Background: an optimization exercise with open tools, aiming at small area. Do not read the settings as production practice. The RTL was checked by simulation tests, not by an equivalence proof against the original design. Power is estimated from default activity; no workload was simulated. The clock port is modelled as an ideal driver; clocking choices that lean on that would not hold on a real chip.

## design/flow/design.v

```verilog
module catv_riscv #(
  parameter logic [31:0] BOOT_ADDR = 32'h0000_2000
) (
  input logic         clk_i,
  input logic         rst_ni,
  output logic [31:0] insn_addr_o,
  output logic        insn_valid_o,
  input logic         insn_ready_i,
  input logic [31:0]  insn_data_i,
  input logic         insn_rvalid_i,
  output logic [31:0] data_addr_o,
  output logic        data_wen_o,
  output logic [31:0] data_wdata_o,
  input logic         data_rvalid_i,
  input logic [31:0]  data_rdata_i,
  output logic [3:0]  data_strb_o,
  output logic        data_valid_o,
  input logic         data_ready_i,
  input logic [19:0]  hartid_i
);
  logic [3:0] slot_q;
  logic       first, last;
  always_ff @(posedge clk_i, negedge rst_ni) begin
    if (!rst_ni) slot_q <= 4'd0;
    else         slot_q <= slot_q + 4'd1;
  end
  assign first = slot_q == 4'd0;
  assign last  = slot_q == 4'd15;
  localparam logic [3:0] S_INIT   = 4'd0,  S_FETCH  = 4'd1,  S_WAITI = 4'd2,
                         S_READY  = 4'd3,  S_EXEC   = 4'd4,  S_EXEC2 = 4'd5,
                         S_EXEC3  = 4'd6,  S_COPY   = 4'd7,  S_MEM   = 4'd8,
                         S_SWAIT  = 4'd9,  S_LWAIT  = 4'd10, S_LREADY = 4'd11,
                         S_WB     = 4'd12;
  logic [3:0] st_q, st_d;
  logic st_init, st_exec, st_exec2, st_exec3, st_copy, st_wb;
  assign st_init  = st_q == S_INIT;
  assign st_exec  = st_q == S_EXEC;
  assign st_exec2 = st_q == S_EXEC2;
  assign st_exec3 = st_q == S_EXEC3;
  assign st_copy  = st_q == S_COPY;
  assign st_wb    = st_q == S_WB;
  logic [31:2] ir_q;
  logic [4:0]  opc, rd, rs1, rs2;
  logic [2:0]  f3;
  assign opc = ir_q[6:2];
  assign rd  = ir_q[11:7];
  assign f3  = ir_q[14:12];
  assign rs1 = ir_q[19:15];
  assign rs2 = ir_q[24:20];
  always_ff @(posedge clk_i) begin
    if (st_q == S_WAITI && insn_rvalid_i)
      ir_q <= {insn_data_i[31:4], insn_data_i[3] | ~insn_data_i[0],
               insn_data_i[2] | ~insn_data_i[0]};
  end
  logic is_load, is_store, is_opimm, is_op, is_lui, is_auipc, is_br, is_jalr, is_jal;
  assign is_load  = opc == 5'b00000;
  assign is_store = opc == 5'b01000;
  assign is_opimm = opc == 5'b00100;
  assign is_op    = opc == 5'b01100;
  assign is_lui   = opc == 5'b01101;
  assign is_auipc = opc == 5'b00101;
  assign is_br    = opc == 5'b11000;
  assign is_jalr  = opc == 5'b11001;
  assign is_jal   = opc == 5'b11011;
  logic op_ok, is_alu, is_sh, is_slt, is_sll, is_mem;
  assign op_ok  = ~ir_q[31] & (ir_q[29:25] == 5'b0) &
                  (~ir_q[30] | f3 == 3'b000 | f3 == 3'b101);
  assign is_alu = is_opimm | (is_op & op_ok);
  assign is_sh  = is_alu & (f3[1:0] == 2'b01);
  assign is_sll = ~f3[2];
  assign is_slt = is_alu & (f3[2:1] == 2'b01);
  assign is_mem = is_load | is_store;
  logic [31:0] imm;
  logic [1:0]  imm_b;
  always_comb begin
    imm = {{21{ir_q[31]}}, ir_q[30:20]};
    if (is_store) imm = {{21{ir_q[31]}}, ir_q[30:25], ir_q[11:7]};
    if (is_br)    imm = {{20{ir_q[31]}}, ir_q[7], ir_q[30:25], ir_q[11:8], 1'b0};
    if (is_lui || is_auipc) imm = {ir_q[31:12], 12'b0};
    if (is_jal)   imm = {{12{ir_q[31]}}, ir_q[19:12], ir_q[20], ir_q[30:21], 1'b0};
  end
  assign imm_b = imm[{slot_q, 1'b0} +: 2];
  logic [31:0]       pc_q;
  logic [1:0]        rd_wd, wd;
  logic              rd_we;
  logic              pc_we;
  logic [1:0]        pc_wd;
  logic [1:0]        rf_out [0:31];
  logic [1:0]        rs1_b, rs2_b, pc_b;
  assign wd = st_init ? 2'b00 : rd_wd;
  assign rf_out[0] = 2'b00;
  for (genvar i = 1; i < 32; i++) begin : g_rf
    logic [31:0] r_q;
    logic        we;
    assign we = st_init | (rd_we && rd == 5'(i));
    always_ff @(posedge clk_i) r_q <= {we ? wd : r_q[1:0], r_q[31:2]};
    assign rf_out[i] = r_q[1:0];
  end
  always_ff @(posedge clk_i) pc_q <= {pc_we ? pc_wd : pc_q[1:0], pc_q[31:2]};
  assign rs1_b = rf_out[rs1];
  assign rs2_b = rf_out[rs2];
  assign pc_b  = pc_q[1:0];
  logic [1:0] op_a, op_b, opb_x, sum, alu_res, alu_m, four_b, boot_b;
  logic       sub, cin, c1, c2, c_q;
  logic       eq_q, cond_q, cond_d, eq_f, lt_u, lt_s;
  assign four_b = (slot_q == 4'd1) ? 2'b01 : 2'b00;
  assign boot_b = BOOT_ADDR[{slot_q, 1'b0} +: 2];
  assign op_a = (st_exec2 || is_auipc || is_jal) ? pc_b :
                (is_lui || is_sh) ? 2'b00 : rs1_b;
  assign op_b = st_exec2 ? (cond_q ? imm_b : four_b) :
                (is_op || is_br) ? rs2_b : imm_b;
  assign sub  = st_exec & ((is_op & ir_q[30] & f3 == 3'b000) | is_br | is_slt);
  assign opb_x = op_b ^ {2{sub}};
  assign cin   = first ? sub : c_q;
  assign sum[0] = op_a[0] ^ opb_x[0] ^ cin;
  assign c1     = (op_a[0] & opb_x[0]) | (op_a[0] & cin) | (opb_x[0] & cin);
  assign sum[1] = op_a[1] ^ opb_x[1] ^ c1;
  assign c2     = (op_a[1] & opb_x[1]) | (op_a[1] & c1) | (opb_x[1] & c1);
  always_comb begin
    alu_res = sum;
    if (is_alu && f3[2]) begin
      case (f3[1:0])
        2'b00:   alu_res = op_a ^ op_b;
        2'b10:   alu_res = op_a | op_b;
        2'b11:   alu_res = op_a & op_b;
        default: alu_res = sum;
      endcase
    end
  end
  assign alu_m = {sum[1], sum[0] & ~(is_jalr & first)};
  assign eq_f = (first | eq_q) & (op_a == op_b);
  assign lt_u = ~c2;
  assign lt_s = (op_a[1] ^ op_b[1]) ? op_a[1] : lt_u;
  always_comb begin
    logic sel_u, use_eq, inv;
    sel_u  = is_br ? f3[1] : f3[0];
    use_eq = is_br & ~f3[2];
    inv    = is_br & f3[0];
    cond_d = inv ^ (use_eq ? eq_f : (sel_u ? lt_u : lt_s));
  end
  always_ff @(posedge clk_i) begin
    c_q  <= c2;
    eq_q <= eq_f;
    if (st_exec && last) cond_q <= cond_d;
  end
  logic [1:0] inc;
  logic       ic_in, ic_m, ic_q;
  assign ic_in  = (slot_q == 4'd1) | (ic_q & ~first);
  assign inc[0] = pc_b[0] ^ ic_in;
  assign ic_m   = pc_b[0] & ic_in;
  assign inc[1] = pc_b[1] ^ ic_m;
  always_ff @(posedge clk_i) ic_q <= pc_b[1] & ic_m;
  logic [31:0] a_q;
  logic        a_sh;
  logic [1:0]  a_in;
  assign a_sh = st_init | (st_exec & ~is_br) | (st_exec2 & is_br) | st_copy | st_wb;
  assign a_in = st_init ? boot_b :
                (st_copy || st_wb) ? pc_b :
                (st_exec2 || is_mem || is_sh || is_jal || is_jalr) ? alu_m : inc;
  always_ff @(posedge clk_i) begin
    if (a_sh) a_q <= {a_in, a_q[31:2]};
  end
  assign pc_we = st_init | (st_exec & ~is_br) | (st_exec2 & is_br);
  assign pc_wd = st_init ? boot_b : (st_exec2 || is_jal || is_jalr) ? alu_m : inc;
  logic [31:0] w_q;
  logic        w_ld, w_sh;
  logic [1:0]  w_in, w_fill;
  logic [4:0]  shamt, amt;
  logic        byte_ld, half_ld;
  assign shamt   = a_q[4:0];
  assign amt     = is_sll ? 5'd0 - shamt : shamt;
  assign byte_ld = f3[1:0] == 2'b00;
  assign half_ld = f3[1:0] == 2'b01;
  assign w_fill = is_sll ? w_q[1:0] : {2{ir_q[30] & w_q[31]}};
  assign w_in   = st_exec ? (is_store ? rs2_b : rs1_b) : w_fill;
  assign w_ld   = (st_q == S_LWAIT) & data_rvalid_i;
  assign w_sh   = st_exec | st_exec3 |
                  (st_exec2 & (slot_q < amt[4:1])) |
                  (st_wb & ~(byte_ld & slot_q >= 4'd3) & ~(half_ld & slot_q >= 4'd7));
  always_ff @(posedge clk_i) begin
    if (w_ld)      w_q <= data_rdata_i;
    else if (w_sh) w_q <= {w_in, w_q[31:2]};
  end
  logic [1:0] sh_out, ld_out, sh_mask;
  logic       ld_ext, ld_sign;
  assign sh_mask[0] = is_sll & ({1'b0, slot_q, 1'b0} < {1'b0, shamt});
  assign sh_mask[1] = is_sll & ({1'b0, slot_q, 1'b1} < {1'b0, shamt});
  assign sh_out = (shamt[0] ? w_q[2:1] : w_q[1:0]) & ~sh_mask;
  assign ld_ext  = (byte_ld & slot_q >= 4'd4) | (half_ld & slot_q >= 4'd8);
  assign ld_sign = w_q[1] & ~f3[2];
  assign ld_out  = ld_ext ? {2{ld_sign}} : w_q[1:0];
  always_comb begin
    rd_we = 1'b0;
    rd_wd = alu_res;
    if (st_exec) begin
      rd_we = (is_alu & ~is_sh & ~is_slt) | is_lui | is_auipc | is_jal | is_jalr;
      rd_wd = (is_jal || is_jalr) ? inc : alu_res;
    end
    if (st_exec2) begin
      rd_we = is_slt;
      rd_wd = {1'b0, cond_q & first};
    end
    if (st_exec3) begin
      rd_we = 1'b1;
      rd_wd = sh_out;
    end
    if (st_wb) begin
      rd_we = 1'b1;
      rd_wd = ld_out;
    end
  end
  always_comb begin
    st_d = st_q;
    case (st_q)
      S_INIT:   if (last) st_d = S_FETCH;
      S_FETCH:  if (insn_ready_i) st_d = S_WAITI;
      S_WAITI:  if (insn_rvalid_i) st_d = last ? S_EXEC : S_READY;
      S_READY:  if (last) st_d = S_EXEC;
      S_EXEC:   if (last) st_d = is_mem ? S_MEM :
                                 (is_br || is_slt || is_sh) ? S_EXEC2 : S_FETCH;
      S_EXEC2:  if (last) st_d = is_sh ? S_EXEC3 : S_FETCH;
      S_EXEC3:  if (last) st_d = S_COPY;
      S_COPY:   if (last) st_d = S_FETCH;
      S_MEM:    if (data_ready_i) st_d = is_store ? (last ? S_COPY : S_SWAIT) : S_LWAIT;
      S_SWAIT:  if (last) st_d = S_COPY;
      S_LWAIT:  if (data_rvalid_i) st_d = last ? S_WB : S_LREADY;
      S_LREADY: if (last) st_d = S_WB;
      S_WB:     if (last) st_d = S_FETCH;
      default:  st_d = S_INIT;
    endcase
  end
  always_ff @(posedge clk_i, negedge rst_ni) begin
    if (!rst_ni) st_q <= S_INIT;
    else         st_q <= st_d;
  end
  assign insn_valid_o = st_q == S_FETCH;
  assign insn_addr_o  = a_q;
  assign data_valid_o = st_q == S_MEM;
  assign data_addr_o  = a_q;
  assign data_wen_o   = is_store;
  assign data_wdata_o = w_q;
  assign data_strb_o  = {f3[1], f3[1], f3[1] | f3[0], 1'b1};
endmodule  
```

## design/flow/run.sh

```bash
#!/bin/bash
# synth_recipe.tcl (not shown) runs the flow's synth.tcl, then flattens the netlist and writes it again
# the make line also repeats each setting of config.mk as NAME=value (left out here)
make -C /OpenROAD-flow-scripts/flow DESIGN_CONFIG=/design/flow/config.mk WORK_HOME=/design/flow/orfs CLKGATE_MAP_FILE= SYNTH_SCRIPT=/design/flow/synth_recipe.tcl finish
```

## design/flow/config.mk

```make
export PLATFORM = sky130hd
export DESIGN_NAME = catv_riscv
export DESIGN_NICKNAME = catv_riscv
export VERILOG_FILES = /design/flow/design.v
export SDC_FILE = /design/flow/constraint.sdc
export NUM_CORES = 4
export LEC_CHECK = 0
export CAP_MARGIN = 20
export CORE_MARGIN = 2
export CORE_UTILIZATION = 40
export SETUP_SLACK_MARGIN = 0.3
export SLEW_MARGIN = 20
```

## design/flow/constraint.sdc

```tcl
create_clock -name core_clock -period 12.5 [get_ports {clk_i}]
set_input_delay 2.5000 -clock core_clock [delete_from_list [all_inputs] [get_ports {clk_i}]]
set_output_delay 2.5000 -clock core_clock [all_outputs]
set_load 0.01 [all_outputs]
```

==> impl_metrics.yaml, run 1 <==
worst_setup_path:
  critPathCaptureType: "flip-flop"
  crit_fanout: 31
  worstReg2RegEnd: "g_rf[3].r_q[31]"
  required_ns: 13.00
  regToRegSetupSlack_ns: 6.80
  critical_path_arrival_ns: 6.20
  r2r_cells: 15
  worstSetupPathType: "flip-flop to flip-flop"
  start_kind: "flip-flop"
  r2r-start: "ir_q[18]"
final_layout:
  final_nets: 2269
  antenna_cells: 0
  nFillCells: 6222
  syn_to_final_growth_pct: 20.05
  final-seq-area_um2: 23610
  multi_input_area_um2: 4756
  drive_above_1_share: 0.1083
die:
  coreArea_um2: 72590
  rows: 99
  start_util: 0.4021
  die_area_um2: 75140
  fp.dieW_um: 274.1
  pin_count: 193
  die_y_um: 274.1
synth:
  ys_seq_area_frac: 0.8091
  ys_types: 92
  ys_warn_count: 2
  syn_avg_cell_area_um2: 14.72
  synth_flop_cell: "dfxtp_1"
  synth-edff-count: 95
  synth_seq_cells: 1130
  async_reset_ff_frac: 0.007080
  syn_inst: 1983
  syn-num-nets: 2094
  syn_area_um2: 29180
route:
  firstDrtPassIters: 5
  drt-total-wl_um: 55540
  ant_nets: 0
  drc: 0
  vias: 14938
  drt-initial-drc-count: 810
  routedWlPerCell_um: 17.39
  drt-vias-per-instance: 4.678
timing:
  timing.fmax_ghz: 0.1754
  hold_slack_ns: 0.2980
  tns_ns: 0
  finalCritPeriodShare: 0.4560
  worst_slew_pin_slew_ns: 1.173
  hold_viol: 0
  fin_skew_ns: 0.04918
  rsz0062_at_grt: "false"
  slew_headroom: 0.2069
  setup-violations-final: 0
  post-route-min-period_ns: 5.700
  slew_viol_final: 0
placement:
  gp_congestion: 0.8572
  hpwl_um: 36110
  io_buffers: 170
global_routing:
  grt_use_total: 0.1471
  grt_pass1_vias: 14637
  grt-ovfl-total: 0
  antenna_found_initial: 0
  grt_max_degree: 51
  grt_first_pass_wirelength_um: 84240
clocking:
  cts.htree.levels: 3
  tritoncts: "yes"
  cts_root_buf: "clkbuf_16"
  clk_latency_ns: 0.68
  clockBufferDepth: 3
  cts_resized: 0
  postCtsSetupBuffers: 0
  clock_sink_count: 1130
  numCtsBuffers: 100
  path_clk_slew_ns: 0.06
  hold_buffers: 0
min_path:
  hold_start: "g_rf[1].r_q[6]"
  whs_path_depth: 0
  hp-class: "flip-flop to flip-flop"
  hold_path_end: "g_rf[1].r_q[4]"
job:
  cap_viol_max_count: 0
power:
  p_leak_nw: 13.67
  finalPower_mw: 9.335
  ir_worst_vdd_mv: 0.1755
  powerDensity_nw_per_um2: 266.4
run_status:
  status: "complete, no violations"
registers in the layout, indices dropped and copies added, names as in the netlist:
| register | cells |
|---|---|
| ic_q | 1 |
| st_q | 4 |
| eq_q | 1 |
| slot_q | 4 |
| cond_q | 1 |
| g_rf.r_q | 992 |
| pc_q | 32 |
| a_q | 32 |
| w_q | 32 |
| ir_q | 30 |
| c_q | 1 |
worst max-delay path: stages (launching register included):
cell and delay (ns):
edfxtp_1 1.02, mux2_2 0.42, a211oi_1 0.25, o22ai_1 0.16
nor4b_1 0.97, a21oi_1 0.24, a21oi_1 0.37, inv_1 0.08
ha_1 0.20, nor2b_1 0.11, a21oi_1 0.05, a22o_1 0.19
or3_1 0.31, nand3b_1 0.10, a221o_2 0.78, o22ai_1 0.23
layout make-up:
class / count / share of cell area
multi-input combinational: 682 / 0.1357
sequential: 1130 / 0.6740
tap: 959 / 0.03425
clock buffer: 135 / 0.08250
inverter: 62 / 0.006643
clock inverter: 43 / 0.01518
timing repair buffer: 182 / 0.05171
power breakdown:
part / total [mW] / internal, mW / switching, mW
clock network: 3.08 / 1.77 / 1.31
registers: 5.20 / 4.78 / 0.420
logic: 1.05 / 0.503 / 0.550
total: 9.33 / 7.06 / 2.28
worst max-delay path by stage:
stage / from / to / slack, ns
after CTS: ir_q[18] / g_rf[3].r_q[31] / 6.92
after global placement: ir_q[18] / g_rf[12].r_q[31] / 7.02
final: ir_q[18] / g_rf[3].r_q[31] / 6.80
after detailed placement: ir_q[18] / g_rf[12].r_q[31] / 6.97
after global routing: ir_q[18] / g_rf[13].r_q[31] / 6.58
after floorplan: data_rvalid_i / w_q[0] / 7.79
metrics by stage:
step                instance area [µm²]  setup WS, ns    util  cells
floorplan                         29180         7.787       -   1983
global placement                  31580         7.022  0.4351   3014
detailed placement                31580         6.974  0.4351   3014
CTS                               35010         6.919  0.4823   3192
global route                      35030         6.577  0.4827   3193
finish                            35030         6.800  0.4827   3193
synth_stat cells (all sizes together) (5+ instances only):
master,number,share of area
a211o,5,0.0015
a211oi,8,0.0021
a21oi,35,0.0060
a221oi,10,0.0030
a22o,7,0.0021
a22oi,7,0.0020
a31oi,14,0.0030
a32oi,6,0.0018
and3,10,0.0021
buf,78,0.017
clkbuf,31,0.0040
dfrtp,8,0.0069
dfxtp,1027,0.70
edfxtp,95,0.098
ha,19,0.0081
inv,62,0.0080
mux2,50,0.019
mux2i,24,0.0082
nand2,76,0.0099
nand2b,8,0.0017
nand3,25,0.0043
nand3b,8,0.0021
nand4,9,0.0019
nor2,46,0.0060
nor2b,24,0.0051
nor3,13,0.0022
nor3b,8,0.0021
nor4,8,0.0019
nor4b,7,0.0028
o211ai,32,0.0082
o21a,8,0.0021
o21ai,81,0.014
o22ai,43,0.0092
o31ai,5,0.0013
xnor2,7,0.0021
layer usage:
layer  wire [µm]  vias to the layer above  global-route usage
li1            -                     7140                   -
met2       24830                      475              0.2320
met1       25680                     7199              0.1975
met4        1732                        0             0.05478
met5           0                        -                   0
met3        3299                      124             0.03424
layout by cell type (no fill, tap or decap), types with 31 or more instances in the layout:
cell | netlist | final
edfxtp_1 | 95 | 95
nand2_1 | 75 | 75
o211ai_1 | 32 | 32
clkdlybuf4s50_1 | 0 | 170
clkbuf_16 | 0 | 105
o22ai_1 | 43 | 43
a21oi_1 | 35 | 35
dfxtp_1 | 1027 | 1027
o21ai_0 | 50 | 50
nor2_1 | 45 | 45
inv_1 | 62 | 62
mux2_2 | 48 | 48
o21ai_1 | 31 | 31
cells by family (layout without fill, tap and decap cells):
family | Yosys count | in the layout | synth area share
flops | 1130 | 1130 | 0.8091
compound gates | 304 | 304 | 0.07074
simple gates | 272 | 272 | 0.05110
buf+inv | 171 | 422 | 0.02885
mux | 74 | 74 | 0.02752
fa+ha+maj | 22 | 22 | 0.009861
xor+xnor | 9 | 9 | 0.002701
other cells | 1 | 1 | 0.0001285
==> inputs of run 2 (changes only) <==
--- a/design/flow/design.v
+++ b/design/flow/design.v
@@ -29,14 +29,13 @@
   localparam logic [3:0] S_INIT   = 4'd0,  S_FETCH  = 4'd1,  S_WAITI = 4'd2,
                          S_READY  = 4'd3,  S_EXEC   = 4'd4,  S_EXEC2 = 4'd5,
-                         S_EXEC3  = 4'd6,  S_COPY   = 4'd7,  S_MEM   = 4'd8,
-                         S_SWAIT  = 4'd9,  S_LWAIT  = 4'd10, S_LREADY = 4'd11,
-                         S_WB     = 4'd12;
+                         S_EXEC3  = 4'd6,  S_FETCHX = 4'd7,  S_MEM   = 4'd8,
+                         S_LWAIT  = 4'd10, S_LREADY = 4'd11, S_WB     = 4'd12;
   logic [3:0] st_q, st_d;
-  logic st_init, st_exec, st_exec2, st_exec3, st_copy, st_wb;
+  logic st_init, st_exec, st_exec2, st_exec3, st_fetchx, st_wb;
   assign st_init  = st_q == S_INIT;
   assign st_exec  = st_q == S_EXEC;
   assign st_exec2 = st_q == S_EXEC2;
   assign st_exec3 = st_q == S_EXEC3;
-  assign st_copy  = st_q == S_COPY;
+  assign st_fetchx = st_q == S_FETCHX;
   assign st_wb    = st_q == S_WB;
   logic [31:2] ir_q;
@@ -48,8 +47,11 @@
   assign rs1 = ir_q[19:15];
   assign rs2 = ir_q[24:20];
+  logic [31:0] a_q;
   always_ff @(posedge clk_i) begin
     if (st_q == S_WAITI && insn_rvalid_i)
       ir_q <= {insn_data_i[31:4], insn_data_i[3] | ~insn_data_i[0],
                insn_data_i[2] | ~insn_data_i[0]};
+    else if (st_exec && last && is_sh)
+      ir_q[24:20] <= a_q[6:2];
   end
   logic is_load, is_store, is_opimm, is_op, is_lui, is_auipc, is_br, is_jalr, is_jal;
@@ -151,14 +153,5 @@
   assign inc[1] = pc_b[1] ^ ic_m;
   always_ff @(posedge clk_i) ic_q <= pc_b[1] & ic_m;
-  logic [31:0] a_q;
-  logic        a_sh;
-  logic [1:0]  a_in;
-  assign a_sh = st_init | (st_exec & ~is_br) | (st_exec2 & is_br) | st_copy | st_wb;
-  assign a_in = st_init ? boot_b :
-                (st_copy || st_wb) ? pc_b :
-                (st_exec2 || is_mem || is_sh || is_jal || is_jalr) ? alu_m : inc;
-  always_ff @(posedge clk_i) begin
-    if (a_sh) a_q <= {a_in, a_q[31:2]};
-  end
+  always_ff @(posedge clk_i) a_q <= {st_exec ? sum : a_q[1:0], a_q[31:2]};
   assign pc_we = st_init | (st_exec & ~is_br) | (st_exec2 & is_br);
   assign pc_wd = st_init ? boot_b : (st_exec2 || is_jal || is_jalr) ? alu_m : inc;
@@ -168,5 +161,5 @@
   logic [4:0]  shamt, amt;
   logic        byte_ld, half_ld;
-  assign shamt   = a_q[4:0];
+  assign shamt   = rs2;
   assign amt     = is_sll ? 5'd0 - shamt : shamt;
   assign byte_ld = f3[1:0] == 2'b00;
@@ -194,10 +187,10 @@
     rd_wd = alu_res;
     if (st_exec) begin
-      rd_we = (is_alu & ~is_sh & ~is_slt) | is_lui | is_auipc | is_jal | is_jalr;
-      rd_wd = (is_jal || is_jalr) ? inc : alu_res;
-    end
-    if (st_exec2) begin
-      rd_we = is_slt;
-      rd_wd = {1'b0, cond_q & first};
+      rd_we = (is_alu & ~is_sh) | is_lui | is_auipc | is_jal | is_jalr;
+      rd_wd = (is_jal || is_jalr) ? inc : is_slt ? 2'b00 : alu_res;
+    end
+    if (st_fetchx) begin
+      rd_we = is_slt & first;
+      rd_wd = {1'b0, cond_q};
     end
     if (st_exec3) begin
@@ -214,14 +207,14 @@
     case (st_q)
       S_INIT:   if (last) st_d = S_FETCH;
-      S_FETCH:  if (insn_ready_i) st_d = S_WAITI;
+      S_FETCH:  if (first && insn_ready_i) st_d = S_WAITI;
+      S_FETCHX: st_d = insn_ready_i ? S_WAITI : S_FETCH;
       S_WAITI:  if (insn_rvalid_i) st_d = last ? S_EXEC : S_READY;
       S_READY:  if (last) st_d = S_EXEC;
       S_EXEC:   if (last) st_d = is_mem ? S_MEM :
-                                 (is_br || is_slt || is_sh) ? S_EXEC2 : S_FETCH;
+                                 (is_br || is_sh) ? S_EXEC2 : S_FETCHX;
       S_EXEC2:  if (last) st_d = is_sh ? S_EXEC3 : S_FETCH;
-      S_EXEC3:  if (last) st_d = S_COPY;
-      S_COPY:   if (last) st_d = S_FETCH;
-      S_MEM:    if (data_ready_i) st_d = is_store ? (last ? S_COPY : S_SWAIT) : S_LWAIT;
-      S_SWAIT:  if (last) st_d = S_COPY;
+      S_EXEC3:  if (last) st_d = S_FETCH;
+      S_MEM:    if (first && data_ready_i)
+                  st_d = is_store ? (insn_ready_i ? S_WAITI : S_FETCH) : S_LWAIT;
       S_LWAIT:  if (data_rvalid_i) st_d = last ? S_WB : S_LREADY;
       S_LREADY: if (last) st_d = S_WB;
@@ -234,7 +227,8 @@
     else         st_q <= st_d;
   end
-  assign insn_valid_o = st_q == S_FETCH;
-  assign insn_addr_o  = a_q;
-  assign data_valid_o = st_q == S_MEM;
+  assign insn_valid_o = first & insn_ready_i &
+                        (st_q == S_FETCH | st_fetchx | (st_q == S_MEM & is_store & data_ready_i));
+  assign insn_addr_o  = pc_q;
+  assign data_valid_o = first & data_ready_i & (st_q == S_MEM);
   assign data_addr_o  = a_q;
   assign data_wen_o   = is_store;
==> run 2 against run 1 <==
Compared with the run above: register-to-register slack improved by 0.28 ns; sequential cell count unchanged; routed wire length increased by 1.3%; largest cell class unchanged; critical path depth decreased by 10; non-clock buffer count increased by 1; still clean on timing, DRC and antenna; count of clock-buffer cells in the layout increased by 7; clock skew increased by 0.0037 ns; highest routed layer unchanged; final area increased by 0.16%; global-route usage increased by 0.36 points; largest power group unchanged; combinational power decreased by about 20%.
==> impl_metrics.yaml, run 2 <==
final_layout:
  drive_above_1_share: 0.1173
  largest-register: "g_rf.r_q"
  layout_commonest_cell: "dfxtp_1"
  antenna_cells: 0
  final_cell_mix: "dfxtp_1, clkdlybuf4s50_1, nand2_1, clkbuf_16, mux2i_1"
  final_nets: 2265
  syn_to_final_growth_pct: 21.56
  largest_reg_flops: 992
global_routing:
  grt_use_total: 0.1507
  grt-ovfl-total: 0
  antenna_found_initial: 0
  grt_max_degree: 66
  grt_pass1_vias: 14356
  grt_first_pass_wirelength_um: 85050
power:
  powerDensity_nw_per_um2: 227.5
  finalPower_mw: 7.985
  p_leak_nw: 13.55
  ir_worst_vdd_mv: 0.1516
clocking:
  tritoncts: "yes"
  path_clk_slew_ns: 0.06
  cts_root_buf: "clkbuf_16"
  hold_buffers: 0
  postCtsSetupBuffers: 0
  numCtsBuffers: 100
  cts_resized: 0
  clk_latency_ns: 0.67
  clock_sink_count: 1130
  cts.htree.levels: 3
  clockBufferDepth: 3
timing:
  fin_skew_ns: 0.05292
  rsz0062_at_grt: "false"
  post-route-min-period_ns: 6.545
  timing.fmax_ghz: 0.1528
  slew_headroom: 0.1743
  finalCritPeriodShare: 0.5236
  setup-violations-final: 0
  slew_viol_final: 0
  hold_viol: 0
  tns_ns: 0
  worst_slew_pin_slew_ns: 1.227
die:
  coreArea_um2: 71490
  die_y_um: 272.7
  die_area_um2: 74340
  pin_count: 193
  rows: 98
  start_util: 0.4038
  fp.dieW_um: 272.7
route:
  firstDrtPassIters: 5
  drt-vias-per-instance: 4.575
  ant_nets: 0
  vias: 14563
  routedWlPerCell_um: 17.68
  drt-total-wl_um: 56280
  drc: 0
  drt-initial-drc-count: 833
synth:
  synth_common_cells: "dfxtp_1, nand2_1, mux2i_1, edfxtp_1, nand3_1"
  syn_inst: 1938
  async_reset_ff_frac: 0.007080
  synth-edff-count: 63
  syn-num-nets: 2053
  ys_types: 100
  synth_top_area_share: 0.7344
  syn_area_um2: 28870
  syn_avg_cell_area_um2: 14.90
  synth_most_common_cell: "dfxtp_1"
  synth_seq_cells: 1130
  synthTopCellsByArea: "dfxtp_1, edfxtp_1, mux2i_1"
  ys_seq_area_frac: 0.8068
  ys_warn_count: 2
  synth_flop_cell: "dfxtp_1"
  synth_largest_area_cell: "dfxtp_1"
job:
  cap_viol_max_count: 0
run_status:
  status: "complete, no violations"
worst_setup_path:
  timing.critical_path.buf_inv: 2
  cpMaxStageDelayCell: "clkdlybuf4s50_1"
  critical_path_arrival_ns: 4.04
  r2r-start: "ir_q[20]"
  worstSetupPathType: "input pin to output port"
  start_kind: "input pin"
  required_ns: 10.00
  crit_fanout: 3
  critPathCaptureType: "output port"
  path_depth: 5
  critical_path.cell_chain: "clkdlybuf4s50_1 -> a31oi_1 -> o31ai_1 -> and3_1 -> clkdlybuf4s50_1"
  r2r_cells: 17
  path_delay_family: "buffers and inverters"
  critPathMaxStageDelay_ns: 0.55
  crit_path_frequent_cell: "clkdlybuf4s50_1"
  cp-startpoint: "data_ready_i"
placement:
  gp_congestion: 0.8517
  hpwl_um: 37450
  io_buffers: 170
min_path:
  hold_start: "g_rf[10].r_q[8]"
  hp-class: "flip-flop to flip-flop"
  whs_path_depth: 0
[run 2: changes by cell type after synthesis, sizes merged, moves of 27 or more]
cell    delta
buf       -53
dfxtp     +32
edfxtp    -32
inv       -40
mux2i     +47
nand2     +35
nand3     +34
o21ai     -27
o22ai     -35
[run 2: layer usage]
metal  vias up  GRT usage  part of all wire
li1       7065          -                 -
met1      7002     0.2053              0.47
met2       382     0.2303              0.44
met3       114    0.03611             0.053
met4         0    0.06275             0.037
met5         -          0                 0
[run 2: power breakdown]
| part | internal, mW | switching [mW] |
|---|---|---|
| registers | 3.82 | 0.124 |
| clock network | 1.90 | 1.30 |
| logic | 0.356 | 0.488 |
[run 2: cell type report]
type	count	area, µm²
fill	6107	36390
sequential	1130	23290
multi-input combinational	713	5127
clock buffer	142	2927
timing repair buffer	183	1799
tap	950	1189
clock inverter	43	675.6
inverter	22	82.58
[run 2: cell families (layout without fill, tap and decap cells)]
kind of cell / count (synthesis) / in the layout / synth area share
adder cells (fa/ha/maj): 26 / 26 / 0.01170
multiplexers: 111 / 111 / 0.04178
AO/OA/AOI/OAI: 215 / 215 / 0.05383
flip-flops: 1130 / 1130 / 0.8068
XOR/XNOR: 9 / 9 / 0.002731
other: 1 / 1 / 0.0001299
AND/OR/NAND/NOR: 351 / 351 / 0.06618
buffers and inverters: 95 / 390 / 0.01682
[run 2: path summary, 6_finish.rpt]
path | endpoint | slack, ns
worst min register to register | g_rf[10].r_q[6] | 0.29
worst max register to register | g_rf[18].r_q[31] | 7.08
worst max-delay path | insn_valid_o | 5.96
worst min-delay path | g_rf[10].r_q[6] | 0.29
min in group asynchronous | slot_q[3] | 2.15
max in group asynchronous | st_q[0] | 10.02
[run 2: through the flow]
stage          setup slack [ns]  cells  hold slack (ns)  area, µm²  utilization
6_report                  5.955   3183           0.2907      35090       0.4909
2_1_floorplan             7.062   1938           0.3096      28870            -
5_1_grt                   5.914   3183           0.3010      35090       0.4909
3_5_place_dp              5.954   2998           0.3121      31490       0.4405
4_1_cts                   5.949   3183           0.2945      35090       0.4909
3_3_place_gp              5.929   2998           0.3098      31490       0.4405
[run 2: worst reg2reg max path, stage by stage, from the launching register on]
cell	delay, ns
edfxtp_1	0.69
inv_1	0.20
ha_1	0.44
and3_1	0.29
ha_1	0.20
nand2_1	0.09
o21ai_0	0.09
nor4_1	0.29
nand4_1	0.30
a32oi_1	0.46
xnor2_1	0.17
o21ai_1	0.09
fa_1	0.42
fa_1	0.57
nand2_1	0.12
a41oi_4	0.19
buf_4	0.50
mux2i_1	0.20
==> inputs of run 3 (changes only) <==
--- a/design/flow/design.v
+++ b/design/flow/design.v
@@ -29,5 +29,5 @@
   localparam logic [3:0] S_INIT   = 4'd0,  S_FETCH  = 4'd1,  S_WAITI = 4'd2,
                          S_READY  = 4'd3,  S_EXEC   = 4'd4,  S_EXEC2 = 4'd5,
-                         S_EXEC3  = 4'd6,  S_FETCHX = 4'd7,  S_MEM   = 4'd8,
+                         S_EXEC3  = 4'd6,  S_FETCHX = 4'd7,  S_MEM   = 4'd8,  S_RS2   = 4'd9,
                          S_LWAIT  = 4'd10, S_LREADY = 4'd11, S_WB     = 4'd12;
   logic [3:0] st_q, st_d;
@@ -47,11 +47,11 @@
   assign rs1 = ir_q[19:15];
   assign rs2 = ir_q[24:20];
-  logic [31:0] a_q;
+  logic [31:0] a_q, w_q;
   always_ff @(posedge clk_i) begin
     if (st_q == S_WAITI && insn_rvalid_i)
       ir_q <= {insn_data_i[31:4], insn_data_i[3] | ~insn_data_i[0],
                insn_data_i[2] | ~insn_data_i[0]};
-    else if (st_exec && last && is_sh)
-      ir_q[24:20] <= a_q[6:2];
+    else if (st_q == S_RS2 && last && is_sh)
+      ir_q[24:20] <= w_q[6:2];
   end
   logic is_load, is_store, is_opimm, is_op, is_lui, is_auipc, is_br, is_jalr, is_jal;
@@ -73,14 +73,25 @@
   assign is_slt = is_alu & (f3[2:1] == 2'b01);
   assign is_mem = is_load | is_store;
-  logic [31:0] imm;
+  logic need_rs2;
+  assign need_rs2 = (is_op & op_ok) | is_br | is_store;
   logic [1:0]  imm_b;
-  always_comb begin
-    imm = {{21{ir_q[31]}}, ir_q[30:20]};
-    if (is_store) imm = {{21{ir_q[31]}}, ir_q[30:25], ir_q[11:7]};
-    if (is_br)    imm = {{20{ir_q[31]}}, ir_q[7], ir_q[30:25], ir_q[11:8], 1'b0};
-    if (is_lui || is_auipc) imm = {ir_q[31:12], 12'b0};
-    if (is_jal)   imm = {{12{ir_q[31]}}, ir_q[19:12], ir_q[20], ir_q[30:21], 1'b0};
-  end
-  assign imm_b = imm[{slot_q, 1'b0} +: 2];
+  logic        is_u, is_sb, hi_take;
+  assign is_u  = is_lui | is_auipc;
+  assign is_sb = is_store | is_br;
+  assign hi_take = is_u | (is_jal & ~slot_q[3]) | (is_jal & slot_q[3:1] == 3'b100);
+  always_comb begin
+    imm_b = 2'b00;
+    case (slot_q)
+      4'd0: imm_b = {is_sb ? ir_q[8] : ir_q[21],
+                     is_store ? ir_q[7] : (is_br | is_jal) ? 1'b0 : ir_q[20]};
+      4'd1: imm_b = is_sb ? ir_q[10:9] : ir_q[23:22];
+      4'd2: imm_b = {ir_q[25], is_sb ? ir_q[11] : ir_q[24]};
+      4'd3: imm_b = ir_q[27:26];
+      4'd4: imm_b = ir_q[29:28];
+      4'd5: imm_b = {is_br ? ir_q[7] : is_jal ? ir_q[20] : ir_q[31], ir_q[30]};
+      default: imm_b = hi_take ? ir_q[{slot_q, 1'b1} -: 2] : {2{ir_q[31]}};
+    endcase
+    if (is_u && slot_q < 4'd6) imm_b = 2'b00;
+  end
   logic [31:0]       pc_q;
   logic [1:0]        rd_wd, wd;
@@ -89,5 +100,5 @@
   logic [1:0]        pc_wd;
   logic [1:0]        rf_out [0:31];
-  logic [1:0]        rs1_b, rs2_b, pc_b;
+  logic [1:0]        rs1_b, pc_b;
   assign wd = st_init ? 2'b00 : rd_wd;
   assign rf_out[0] = 2'b00;
@@ -100,6 +111,5 @@
   end
   always_ff @(posedge clk_i) pc_q <= {pc_we ? pc_wd : pc_q[1:0], pc_q[31:2]};
-  assign rs1_b = rf_out[rs1];
-  assign rs2_b = rf_out[rs2];
+  assign rs1_b = rf_out[(st_q == S_RS2) ? rs2 : rs1];
   assign pc_b  = pc_q[1:0];
   logic [1:0] op_a, op_b, opb_x, sum, alu_res, alu_m, four_b, boot_b;
@@ -111,5 +121,5 @@
                 (is_lui || is_sh) ? 2'b00 : rs1_b;
   assign op_b = st_exec2 ? (cond_q ? imm_b : four_b) :
-                (is_op || is_br) ? rs2_b : imm_b;
+                (is_op || is_br) ? w_q[1:0] : imm_b;
   assign sub  = st_exec & ((is_op & ir_q[30] & f3 == 3'b000) | is_br | is_slt);
   assign opb_x = op_b ^ {2{sub}};
@@ -156,18 +166,19 @@
   assign pc_we = st_init | (st_exec & ~is_br) | (st_exec2 & is_br);
   assign pc_wd = st_init ? boot_b : (st_exec2 || is_jal || is_jalr) ? alu_m : inc;
-  logic [31:0] w_q;
   logic        w_ld, w_sh;
   logic [1:0]  w_in, w_fill;
-  logic [4:0]  shamt, amt;
+  logic [4:0]  shamt;
+  logic        lt_fl, lt_ce;
   logic        byte_ld, half_ld;
   assign shamt   = rs2;
-  assign amt     = is_sll ? 5'd0 - shamt : shamt;
+  assign lt_fl   = slot_q < shamt[4:1];
+  assign lt_ce   = lt_fl | (shamt[0] & slot_q == shamt[4:1]);
   assign byte_ld = f3[1:0] == 2'b00;
   assign half_ld = f3[1:0] == 2'b01;
   assign w_fill = is_sll ? w_q[1:0] : {2{ir_q[30] & w_q[31]}};
-  assign w_in   = st_exec ? (is_store ? rs2_b : rs1_b) : w_fill;
+  assign w_in   = (st_exec || st_q == S_RS2) ? rs1_b : w_fill;
   assign w_ld   = (st_q == S_LWAIT) & data_rvalid_i;
-  assign w_sh   = st_exec | st_exec3 |
-                  (st_exec2 & (slot_q < amt[4:1])) |
+  assign w_sh   = (st_exec & ~is_store) | (st_q == S_RS2) | st_exec3 |
+                  (st_exec2 & (is_sll ? ~lt_ce : lt_fl)) |
                   (st_wb & ~(byte_ld & slot_q >= 4'd3) & ~(half_ld & slot_q >= 4'd7));
   always_ff @(posedge clk_i) begin
@@ -177,6 +188,6 @@
   logic [1:0] sh_out, ld_out, sh_mask;
   logic       ld_ext, ld_sign;
-  assign sh_mask[0] = is_sll & ({1'b0, slot_q, 1'b0} < {1'b0, shamt});
-  assign sh_mask[1] = is_sll & ({1'b0, slot_q, 1'b1} < {1'b0, shamt});
+  assign sh_mask[0] = is_sll & lt_ce;
+  assign sh_mask[1] = is_sll & lt_fl;
   assign sh_out = (shamt[0] ? w_q[2:1] : w_q[1:0]) & ~sh_mask;
   assign ld_ext  = (byte_ld & slot_q >= 4'd4) | (half_ld & slot_q >= 4'd8);
@@ -209,6 +220,7 @@
       S_FETCH:  if (first && insn_ready_i) st_d = S_WAITI;
       S_FETCHX: st_d = insn_ready_i ? S_WAITI : S_FETCH;
-      S_WAITI:  if (insn_rvalid_i) st_d = last ? S_EXEC : S_READY;
-      S_READY:  if (last) st_d = S_EXEC;
+      S_WAITI:  if (insn_rvalid_i) st_d = last ? (need_rs2 ? S_RS2 : S_EXEC) : S_READY;
+      S_READY:  if (last) st_d = need_rs2 ? S_RS2 : S_EXEC;
+      S_RS2:    if (last) st_d = S_EXEC;
       S_EXEC:   if (last) st_d = is_mem ? S_MEM :
                                  (is_br || is_sh) ? S_EXEC2 : S_FETCHX;
==> design/flow/flow/run.sh (new file) <==
#!/bin/bash
# Standard ORFS layout with three changes to how the layout is made:
#  - port buffers use sky130_fd_sc_hd__buf_1 (every port still gets one);
#  - clock tree: clkbuf_16 only, larger sink clusters, no dummy loads;
#  - power recovery (downsizing of non-critical cells) after global route.
# The full make output goes to flow_make.log; ORFS keeps each step's log
# under orfs/logs/.
set -euo pipefail
export BUFFER_PORTS_ARGS="-buffer_cell sky130_fd_sc_hd__buf_1"
export CTS_ARGS="-sink_clustering_enable -repair_clock_nets -dont_use_dummy_load -buf_list sky130_fd_sc_hd__clkbuf_16 -sink_clustering_size 30 -sink_clustering_max_diameter 150"
export RECOVER_POWER=100
bash standard.sh > flow_make.log 2>&1
==> design/flow/standard.sh (new file) <==
#!/bin/bash
# synth_recipe.tcl (not shown) runs the flow's synth.tcl, then flattens the netlist and writes it again
# the make line also repeats each setting of config.mk as NAME=value (left out here)
make -C /OpenROAD-flow-scripts/flow DESIGN_CONFIG=/design/flow/config.mk WORK_HOME=/design/flow/orfs CLKGATE_MAP_FILE= SYNTH_SCRIPT=/design/flow/synth_recipe.tcl "${@:-finish}"
removed: design/flow/run.sh
==> run 3 against run 2 <==
Compared with the run above: now fails the layout checks on capacitance limit, slew limit; sequential share of layout area is 9.1 points higher; final area fell by 12%; critical path type is now flip-flop to flip-flop; non-clock buffer count rose by 1; routed wire length is 5.9% lower.
==> impl_metrics.yaml, run 3 <==
run_status:
  status: "complete, but fails checks"
  so_faults: "capacitance limit, slew limit"
clocking:
  clock_sink_count: 1130
  cts_resized: 0
  tritoncts: "yes"
  path_clk_slew_ns: 0.12
  hold_buffers: 0
  numCtsBuffers: 43
  clk_latency_ns: 0.61
  cts.htree.levels: 2
  cts_root_buf: "clkbuf_16"
  clockBufferDepth: 3
  postCtsSetupBuffers: 0
route:
  route.top_layer_used: "met4"
  drt-vias-per-instance: 4.602
  drt-initial-drc-count: 1029
  routedWlPerCell_um: 17.48
  drt-total-wl_um: 52970
  dr_wl_met3_um: 2635
  met1_length_um: 25750
  vias: 13949
  routed-wl-met2_um: 22910
  firstDrtPassIters: 5
  ant_nets: 0
  drc: 0
final_layout:
  layout_commonest_cell: "dfxtp_1"
  final_util: 0.4416
  largest_reg_flops: 992
  final_cell_mix: "dfxtp_1, buf_1, nand2_1, nand3_1, o21ai_0"
  final_nets: 2195
  drive_above_1_share: 0.04837
  largest-register: "g_rf.r_q"
  design_area_um2: 30870
  syn_to_final_growth_pct: 9.609
  final-instance-count-excl-fill: 3031
timing:
  worst_slew_pin_slew_ns: 2.068
  tns_ns: 0
  setup-violations-final: 0
  finalCritPeriodShare: 0.6527
  timing.fmax_ghz: 0.1226
  rsz0062_at_grt: "false"
  hold_slack_ns: 0.3021
  slew_viol_final: 162
  hold_viol: 0
  slew_headroom: -0.3788
  fin_skew_ns: 0.03612
  setup_slack_ns: 4.341
  post-route-min-period_ns: 8.159
synth:
  syn_area_um2: 28160
  synth_largest_area_cell: "dfxtp_1"
  synth_flop_cell: "dfxtp_1"
  syn_avg_cell_area_um2: 14.59
  synthTopCellsByArea: "dfxtp_1, edfxtp_1, nand3_1"
  ys_warn_count: 2
  ys_types: 76
  synth_seq_cells: 1130
  async_reset_ff_frac: 0.007080
  synth_common_cells: "dfxtp_1, nand2_1, nand3_1, edfxtp_1, o21ai_0"
  syn-num-nets: 2035
  synth-edff-count: 63
  synth_most_common_cell: "dfxtp_1"
  syn_inst: 1930
  synth_top_area_share: 0.7527
  ys_seq_area_frac: 0.8270
min_path:
  hold_path_end: "g_rf[4].r_q[12]"
  hp-class: "flip-flop to flip-flop"
  hold_start: "g_rf[4].r_q[14]"
  whs_path_depth: 0
placement:
  io_buffers: 170
  pre_cts_slack_ns: 6.540
  gp_congestion: 0.8888
  placed_cells: 2985
  place_area_um2: 29820
  hpwl_um: 36050
global_routing:
  grt_first_pass_wirelength_um: 80550
  antenna_found_initial: 4
  grt_use_total: 0.1440
  grt_max_degree: 66
  grt-ovfl-total: 0
  grt_pass1_vias: 13426
die:
  rows: 97
  pin_count: 193
  start_util: 0.4029
  coreArea_um2: 69910
  fp.dieW_um: 269.4
  die_y_um: 269.4
  die_area_um2: 72550
worst_setup_path:
  crit_fanout: 31
  regToRegSetupSlack_ns: 4.34
  worstSetupPathType: "flip-flop to flip-flop"
  required_ns: 12.92
  critical_path_arrival_ns: 8.58
  r2r_cells: 17
  worstReg2RegEnd: "g_rf[22].r_q[30]"
  critPathCaptureType: "flip-flop"
  r2r-start: "st_q[1]"
  start_kind: "flip-flop"
power:
  ir_worst_vdd_mv: 0.1207
  powerDensity_nw_per_um2: 203.8
  p_leak_nw: 11.56
  finalPower_mw: 6.291
job:
  cap_viol_max_count: 5
## run 3: routing by layer
metal | GRT usage | up-vias
met5 | 0 | -
met1 | 0.2057 | 6687
li1 | - | 6797
met3 | 0.02494 | 89
met4 | 0.05409 | 0
met2 | 0.2191 | 376
## run 3: cell families (layout without fill, tap and decap cells)
kind of cell | after synthesis | in the layout | share of synthesized area
xor+xnor | 5 | 5 | 0.001555
simple gates | 390 | 390 | 0.06921
fa+ha+maj | 16 | 16 | 0.007552
compound gates | 219 | 219 | 0.04976
other cells | 1 | 4 | 0.0001331
flops | 1130 | 1130 | 0.8270
buf+inv | 94 | 252 | 0.01342
mux | 75 | 75 | 0.03136
## run 3: worst max path at each step
stage | from | endpoint | slack [ns]
3_3_place_gp | st_q[1] | g_rf[1].r_q[30] | 6.55
5_1_grt | st_q[1] | g_rf[17].r_q[30] | 3.83
2_1_floorplan | data_ready_i | insn_valid_o | 6.92
3_5_place_dp | st_q[1] | g_rf[1].r_q[30] | 6.54
4_1_cts | st_q[1] | g_rf[31].r_q[30] | 6.50
6_report | st_q[1] | g_rf[22].r_q[30] | 4.34
## run 3: area by class of cell
| class | instances | area (µm²) |
|---|---|---|
| multi-input cells | 706 | 4508 |
| repair buffers | 184 | 716.9 |
| diodes | 3 | 7.507 |
| clock buffers | 43 | 1076 |
| flip-flops and latches | 1130 | 23290 |
| well taps | 940 | 1176 |
| inverters | 25 | 93.84 |
| fillers | 6337 | 39040 |
## run 3: worst max-delay path, stage by stage (launching register included)
cell	delay, ns
dfrtp_1	0.83
nand4bb_1	0.22
clkbuf_1	1.06
mux2i_1	0.61
a22o_1	0.39
a222oi_1	0.48
o22ai_1	0.15
a2111oi_0	0.78
clkbuf_1	0.29
o21a_1	0.22
fa_1	0.32
nand2_1	0.08
o31a_1	0.14
o2111ai_1	0.19
a21boi_0	0.19
o41ai_4	0.36
clkbuf_1	1.31
o21ai_0	0.30
## run 3: where the power goes
| part | internal, mW | switching, mW |
|---|---|---|
| logic | 0.230 | 0.484 |
| registers | 3.83 | 0.163 |
| clock network | 0.623 | 0.964 |
==> inputs of run 4 (changes only) <==
==> design/flow/flow/run.sh (replaced) <==
#!/bin/bash
# Standard ORFS layout with two changes to how the layout is made:
#  - port buffers use sky130_fd_sc_hd__buf_1 (every port still gets one);
#  - clock tree: clkbuf_16 only, larger sink clusters, no dummy loads.
# The full make output goes to flow_make.log; ORFS keeps each step's log
# under orfs/logs/.
set -euo pipefail
export BUFFER_PORTS_ARGS="-buffer_cell sky130_fd_sc_hd__buf_1"
export CTS_ARGS="-sink_clustering_enable -repair_clock_nets -dont_use_dummy_load -buf_list sky130_fd_sc_hd__clkbuf_16 -sink_clustering_size 30 -sink_clustering_max_diameter 150"
bash standard.sh > flow_make.log 2>&1
--- a/design/flow/config.mk
+++ b/design/flow/config.mk
@@ -6,4 +6,5 @@
 export NUM_CORES = 4
 export LEC_CHECK = 0
+export ABC_AREA = 1
 export CAP_MARGIN = 20
 export CORE_MARGIN = 2
==> run 4 against run 3 <==
Compared with the run above: the run now finishes clean; utilization up 0.43 points; global-route usage up 0.17 points; final cell count is 6.0% higher; routed wire length shrank 0.50%; first-iteration DRC count is 7.1% lower; clock skew up 0.0083 ns; critical path type is now input pin to output port.
==> impl_metrics.yaml, run 4 <==
run_status:
  status: "complete, no violations"
die:
  die_area_um2: 71960
  die_y_um: 268.3
  fp.dieW_um: 268.3
  coreArea_um2: 68830
  pin_count: 193
  rows: 96
  start_util: 0.4059
timing:
  worst_slew_pin_slew_ns: 1.145
  slew_headroom: 0.2311
  fin_skew_ns: 0.04440
  hold_viol: 0
  post-route-min-period_ns: 5.825
  timing.fmax_ghz: 0.1717
  finalCritPeriodShare: 0.4660
  rsz0062_at_grt: "false"
  slew_viol_final: 0
  setup-violations-final: 0
  tns_ns: 0
synth:
  synth_most_common_cell: "dfxtp_1"
  async_reset_ff_frac: 0.007080
  ys_warn_count: 2
  synth_flop_cell: "dfxtp_1"
  synth-simple-area-share: 0.09859
  ys_types: 52
  syn_inst: 2101
  synthTopCellsByArea: "dfxtp_1, edfxtp_1, nand2_1"
  synth_largest_area_cell: "dfxtp_1"
  synth_top_area_share: 0.7590
  synth.area.mux_share: 0.001165
  synth_seq_cells: 1130
  synthAdderAreaFrac: 0.007256
  syn_area_um2: 27930
  syn-num-nets: 2206
  syn_avg_cell_area_um2: 13.30
  synth-compound-area-share: 0.03386
  ys_seq_area_frac: 0.8339
  yosys.area_share.xor_xnor: 0.001568
  synth_top_family_by_area: "simple AND/OR/NAND/NOR gates"
  synth_common_cells: "dfxtp_1, nand2_1, nor2_1, inv_1, nand3_1"
  synth-edff-count: 63
clocking:
  postCtsSetupBuffers: 0
  cts_root_buf: "clkbuf_16"
  clk_latency_ns: 0.61
  clock_sink_count: 1130
  numCtsBuffers: 43
  cts.htree.levels: 2
  clockBufferDepth: 3
  tritoncts: "yes"
  cts_resized: 0
  hold_buffers: 0
  path_clk_slew_ns: 0.12
global_routing:
  grt_pass1_vias: 13421
  grt_max_degree: 36
  grt_use_met3: 0.02117
  met2_usage: 0.2173
  antenna_found_initial: 1
  grt_first_pass_wirelength_um: 79210
  grt_util_met1: 0.2176
  grt-ovfl-total: 0
  grt_use_total: 0.1457
  gr-max-usage-layer: "met1"
placement:
  io_buffers: 170
  gp_congestion: 0.8780
  hpwl_um: 37310
  place_area_um2: 29610
job:
  cap_viol_max_count: 0
route:
  drt-total-wl_um: 52710
  firstDrtPassIters: 5
  vias: 14143
  drt-vias-per-instance: 4.400
  ant_nets: 0
  drt-initial-drc-count: 956
  routedWlPerCell_um: 16.40
  drc: 0
worst_setup_path:
  timing.critical_path.buf_inv: 3
  r2r-start: "st_q[0]"
  crit_path_frequent_cell: "buf_1"
  worstSetupPathType: "input pin to output port"
  crit_fanout: 4
  required_ns: 10.00
  critPathCaptureType: "output port"
  cpMaxStageDelayCell: "a211oi_1"
  cp-startpoint: "insn_ready_i"
  path_delay_family: "buffers and inverters"
  critical_path_arrival_ns: 3.32
  critical_path.cell_chain: "buf_1 -> inv_1 -> a211oi_1 -> buf_1"
  start_kind: "input pin"
  critPathMaxStageDelay_ns: 0.27
final_layout:
  drive_above_1_share: 0.04338
  largest_reg_flops: 992
  design_area_um2: 30690
  final_nets: 2389
  largest-register: "g_rf.r_q"
  layout_commonest_cell: "dfxtp_1"
  syn_to_final_growth_pct: 9.859
  nFillCells: 6220
  final_cell_mix: "dfxtp_1, nand2_1, buf_1, nor2_1, inv_1"
power:
  powerDensity_nw_per_um2: 247.5
  ir_worst_vdd_mv: 0.1432
  p_leak_nw: 12.52
min_path:
  hp-class: "flip-flop to flip-flop"
  hold_start: "g_rf[24].r_q[15]"
## run 4: cell types whose count changed after synthesis, moves of 11 or more
cell      previous run  this run
nand3b_1            12         1
o21ai_1             25         5
mux2_2              36         2
inv_1               25       104
nor2b_1             18         0
nand2b_1            15         0
mux2i_1             32         1
nor2_1              58       113
nand2_1            108       343
clkbuf_1            52        22
and3_1              15         1
nand3_2              0        30
o21ai_0             62        78
nand3_1             88       101
## run 4: cell type report
cell class	count	area (µm²)	area share
multi-input combinational	812	4006	0.1306
inverter	119	446.7	0.01456
clock buffer	43	1076	0.03506
sequential	1130	23290	0.7590
tap	931	1165	0.03796
antenna	1	2.502	0.00008155
timing repair buffer	178	698.2	0.02275
## run 4: per-layer routing
metal  part of all wire  wire, µm
met5                  0         0
met4              0.025      1331
met3              0.045      2352
met2               0.42     22290
met1               0.51     26740
## run 4: power breakdown
group          switching (mW)  internal, mW  total (mW)
clock                   0.968         0.623        1.59
combinational           0.802         0.288        1.09
sequential              0.316          4.60        4.91
total                    2.09          5.51        7.60
## run 4: path summary, 6_finish.rpt
check                              endpoint  slack [ns]  depth (start not counted)
max                            insn_valid_o        6.68                          4
min                        g_rf[24].r_q[13]        0.32                          0
max reg2reg                g_rf[31].r_q[31]        6.81                         21
min reg2reg                g_rf[24].r_q[13]        0.32                          0
max in group asynchronous         slot_q[2]        9.99                          1
min in group asynchronous         slot_q[1]        1.95                          1
## run 4: logic make-up after synthesis
kind of cell / after synthesis
buffers and inverters: 159
XOR/XNOR: 5
AND/OR/NAND/NOR: 627
AO/OA/AOI/OAI: 161
adder cells (fa/ha/maj): 15
multiplexers: 3
other: 1
flip-flops: 1130
## run 4: worst reg2reg max path, delay by kind of cell, from the launching register on
family	cells	cell delay [ns]
DFF	1	0.53
buffers and inverters	4	0.95
adders and majority gates	2	0.71
and+or+nand+nor	13	3.15
AOI/OAI and AO/OA	2	0.31
## run 4: stage by stage
step / hold WS (ns) / power (mW) / utilization / std cells / worst slack, ns
floorplan: 0.3096 / 5.564 / - / 2101 / 7.073
global placement: 0.3096 / 6.062 / 0.4302 / 3170 / 6.649
detailed placement: 0.3121 / 6.091 / 0.4302 / 3170 / 6.671
CTS: 0.3222 / 7.680 / 0.4458 / 3213 / 6.663
global route: 0.3329 / 7.991 / 0.4458 / 3213 / 6.428
finish: 0.3208 / 7.595 / 0.4459 / 3214 / 6.675
==> inputs of run 5 (changes only) <==
--- a/design/flow/flow/run.sh
+++ b/design/flow/flow/run.sh
@@ -7,4 +7,4 @@
 set -euo pipefail
 export BUFFER_PORTS_ARGS="-buffer_cell sky130_fd_sc_hd__buf_1"
-export CTS_ARGS="-sink_clustering_enable -repair_clock_nets -dont_use_dummy_load -buf_list sky130_fd_sc_hd__clkbuf_16 -sink_clustering_size 30 -sink_clustering_max_diameter 150"
+export CTS_ARGS="-sink_clustering_enable -repair_clock_nets -dont_use_dummy_load -buf_list sky130_fd_sc_hd__clkbuf_16 -sink_clustering_size 35 -sink_clustering_max_diameter 100"
 bash standard.sh > flow_make.log 2>&1
--- a/design/flow/config.mk
+++ b/design/flow/config.mk
@@ -9,5 +9,5 @@
 export CAP_MARGIN = 20
 export CORE_MARGIN = 2
-export CORE_UTILIZATION = 40
+export CORE_UTILIZATION = 60
 export SETUP_SLACK_MARGIN = 0.3
 export SLEW_MARGIN = 20
==> run 5 against run 4 <==
Compared with the run above: still clean; worst setup slack gained 0.16 ns; maximum frequency grew 2.9%; non-clock buffer count grew 3; via count shrank 0.45%; clock power shrank 6%; final cell count shrank 10%; sequential cell count is the same; power shrank 0.98%; global-route usage grew 6.8 points; synthesized cell count is the same; critical path depth is the same; largest cell class unchanged.
==> impl_metrics.yaml, run 5 <==
run_status:
  status: "complete, no violations"
worst_setup_path:
  critical_path.cell_chain: "buf_1 -> a31oi_1 -> a211oi_1 -> buf_1"
  crit_path_frequent_cell: "buf_1"
  critPathMaxStageDelay_ns: 0.26
  critical_path_arrival_ns: 3.16
  r2r-start: "st_q[0]"
  critPathCaptureType: "output port"
  start_kind: "input pin"
  worstReg2RegEnd: "g_rf[16].r_q[30]"
  crit_fanout: 3
  cp-startpoint: "data_ready_i"
  regToRegSetupSlack_ns: 7.04
  worstSetupPathType: "input pin to output port"
  required_ns: 10.00
  r2r_cells: 20
  cpMaxStageDelayCell: "a211oi_1"
global_routing:
  antenna_found_initial: 1
  grt_pass1_vias: 13594
  grt-ovfl-total: 0
  grt_max_degree: 36
  grt_first_pass_wirelength_um: 77020
  grt_use_total: 0.2142
clocking:
  clk_latency_ns: 0.60
  cts_resized: 0
  clockBufferDepth: 3
  hold_buffers: 0
  postCtsSetupBuffers: 0
  tritoncts: "yes"
  cts.htree.levels: 2
  clock_sink_count: 1130
  numCtsBuffers: 38
  path_clk_slew_ns: 0.11
  cts_root_buf: "clkbuf_16"
route:
  drt-total-wl_um: 51870
  firstDrtPassIters: 7
  drt-vias-per-instance: 4.874
  vias: 14080
  drt-initial-drc-count: 907
  ant_nets: 0
  routedWlPerCell_um: 17.95
  drc: 0
timing:
  rsz0062_at_grt: "false"
  worst_slew_pin_slew_ns: 1.026
  slew_headroom: 0.3109
  fin_skew_ns: 0.06059
  timing.fmax_ghz: 0.1766
  hold_viol: 0
  finalCritPeriodShare: 0.4530
  slew_viol_final: 0
  tns_ns: 0
  post-route-min-period_ns: 5.663
  setup-violations-final: 0
synth:
  synth_common_cells: "dfxtp_1, nand2_1, nor2_1, inv_1, nand3_1"
  synth_most_common_cell: "dfxtp_1"
  synthTopCellsByArea: "dfxtp_1, edfxtp_1, nand2_1"
  syn-num-nets: 2206
  ys_types: 52
  async_reset_ff_frac: 0.007080
  ys_warn_count: 2
  syn_inst: 2101
  synth-edff-count: 63
  ys_seq_area_frac: 0.8339
  syn_area_um2: 27930
  synth_flop_cell: "dfxtp_1"
  synth_largest_area_cell: "dfxtp_1"
  synth_top_area_share: 0.7590
  syn_avg_cell_area_um2: 13.30
  synth_seq_cells: 1130
die:
  fp.dieW_um: 219.8
  pin_count: 193
  coreArea_um2: 46260
  start_util: 0.6038
  rows: 79
  die_area_um2: 48300
  die_y_um: 219.8
power:
  p_leak_nw: 12.48
  powerDensity_nw_per_um2: 249.0
  ir_worst_vdd_mv: 0.2113
final_layout:
  largest-register: "g_rf.r_q"
  final_cell_mix: "dfxtp_1, nand2_1, buf_1, nor2_1, inv_1"
  largest_reg_flops: 992
  design_area_um2: 30200
  layout_commonest_cell: "dfxtp_1"
  final_nets: 2387
  drive_above_1_share: 0.04211
  syn_to_final_growth_pct: 8.121
placement:
  io_buffers: 170
  place_area_um2: 29250
  hpwl_um: 35160
  gp_congestion: 0.9109
min_path:
  whs_path_depth: 0
  hold_path_end: "g_rf[9].r_q[17]"
  hold_start: "g_rf[9].r_q[19]"
  hp-class: "flip-flop to flip-flop"
job:
  cap_viol_max_count: 0
[run 5: cell counts after synthesis]
No cell type changed its count.
[run 5: layout make-up]
class                   instances  area, µm²
diodes                          2      5.005
clock buffers                  38      950.9
fillers                      3406      16060
inverters                     119      446.7
multi-input cells             812       4006
flip-flops and latches       1130      23290
well taps                     607      759.5
repair buffers                181      740.7
[run 5: kinds of logic after synthesis]
kind of cell / after synthesis / synth area share
DFF: 1130 / 0.8339
and+or+nand+nor: 627 / 0.09859
AOI/OAI and AO/OA: 161 / 0.03386
buffers and inverters: 159 / 0.02356
adders and majority gates: 15 / 0.007257
xor gates and xnor gates: 5 / 0.001568
muxes: 3 / 0.001165
other: 1 / 0.0001342
[run 5: critical path, delay by kind of cell]
family | cells | cell delay [ns]
AO/OA/AOI/OAI | 2 | 0.36
buffers and inverters | 2 | 0.31
[run 5: power by group]
| group | internal [mW] | switching, mW | total (mW) |
|---|---|---|---|
| clock | 0.556 | 0.949 | 1.50 |
| combinational | 0.298 | 0.786 | 1.08 |
| sequential | 4.60 | 0.334 | 4.93 |
| total | 5.45 | 2.07 | 7.52 |
[run 5: worst max path at each step]
| stage | to | slack (ns) | depth (start not counted) |
|---|---|---|---|
| global placement | insn_valid_o | 6.87 | 4 |
| detailed placement | insn_valid_o | 6.84 | 4 |
| CTS | insn_valid_o | 6.83 | 4 |
| floorplan | insn_valid_o | 7.07 | 2 |
| finish | insn_valid_o | 6.84 | 4 |
| global route | g_rf[16].r_q[30] | 6.80 | 20 |
[run 5: metrics by stage]
step / util / instances / power, mW / setup slack, ns / hold slack [ns]
finish: 0.6529 / 2889 / 7.521 / 6.837 / 0.2989
global route: 0.6528 / 2888 / 7.864 / 6.797 / 0.3101
CTS: 0.6528 / 2887 / 7.577 / 6.833 / 0.3039
detailed placement: 0.6322 / 2849 / 6.085 / 6.842 / 0.3121
global placement: 0.6316 / 2848 / 6.021 / 6.867 / 0.3095
floorplan: - / 2101 / 5.564 / 7.073 / 0.3096
[run 5: layer usage]
layer,track usage,part of all wire,vias to the layer above
li1,-,-,7028
met1,0.3052,0.48,6654
met2,0.3416,0.45,313
met3,0.02940,0.043,85
met4,0.06846,0.028,0
met5,0,0,-

==> re-timing with driven ports <==
The results above use ideal ports. As a check the final layouts listed here were re-extracted and re-timed, cells and wires unchanged.
Step 1 assumes that a clkbuf_16 drives the clock port and a buf_2 every other input.
Step 2 moves the port delays by t, midway between the first and last clock arrival at a register: inputs arrive t later, outputs are due t later. That takes back most of the time a late clock gives input paths.
Slacks: ideal / step 1 / step 2; pairs: ideal / step 1.
run | t (ns) | slack for setup (ns) | hold slack, ns | latest minus earliest clock arrival (ns) | slew at the worst register clock pin (ns)
run 1 | 0.716 | 6.800 / 6.800 / 6.800 | 0.298 / 0.298 / 0.298 | 0.053 / 0.053 | 0.07 / 0.07
run 2 | 0.700 | 5.955 / 5.914 / 5.914 | 0.291 / 0.291 / 0.291 | 0.057 / 0.057 | 0.07 / 0.07
run 3 | 0.650 | 4.341 / 4.341 / 4.341 | 0.302 / 0.302 / 0.302 | 0.038 / 0.038 | 0.12 / 0.12
run 4 | 0.654 | 6.675 / 6.617 / 6.617 | 0.321 / 0.321 / 0.321 | 0.045 / 0.046 | 0.12 / 0.12
run 5 | 0.625 | 6.837 / 6.815 / 6.815 | 0.299 / 0.299 / 0.299 | 0.062 / 0.062 | 0.12 / 0.12
For run 4, which loses most, drivers alone change the setup slack by -0.058 ns; drivers and shift together by -0.058 ns.
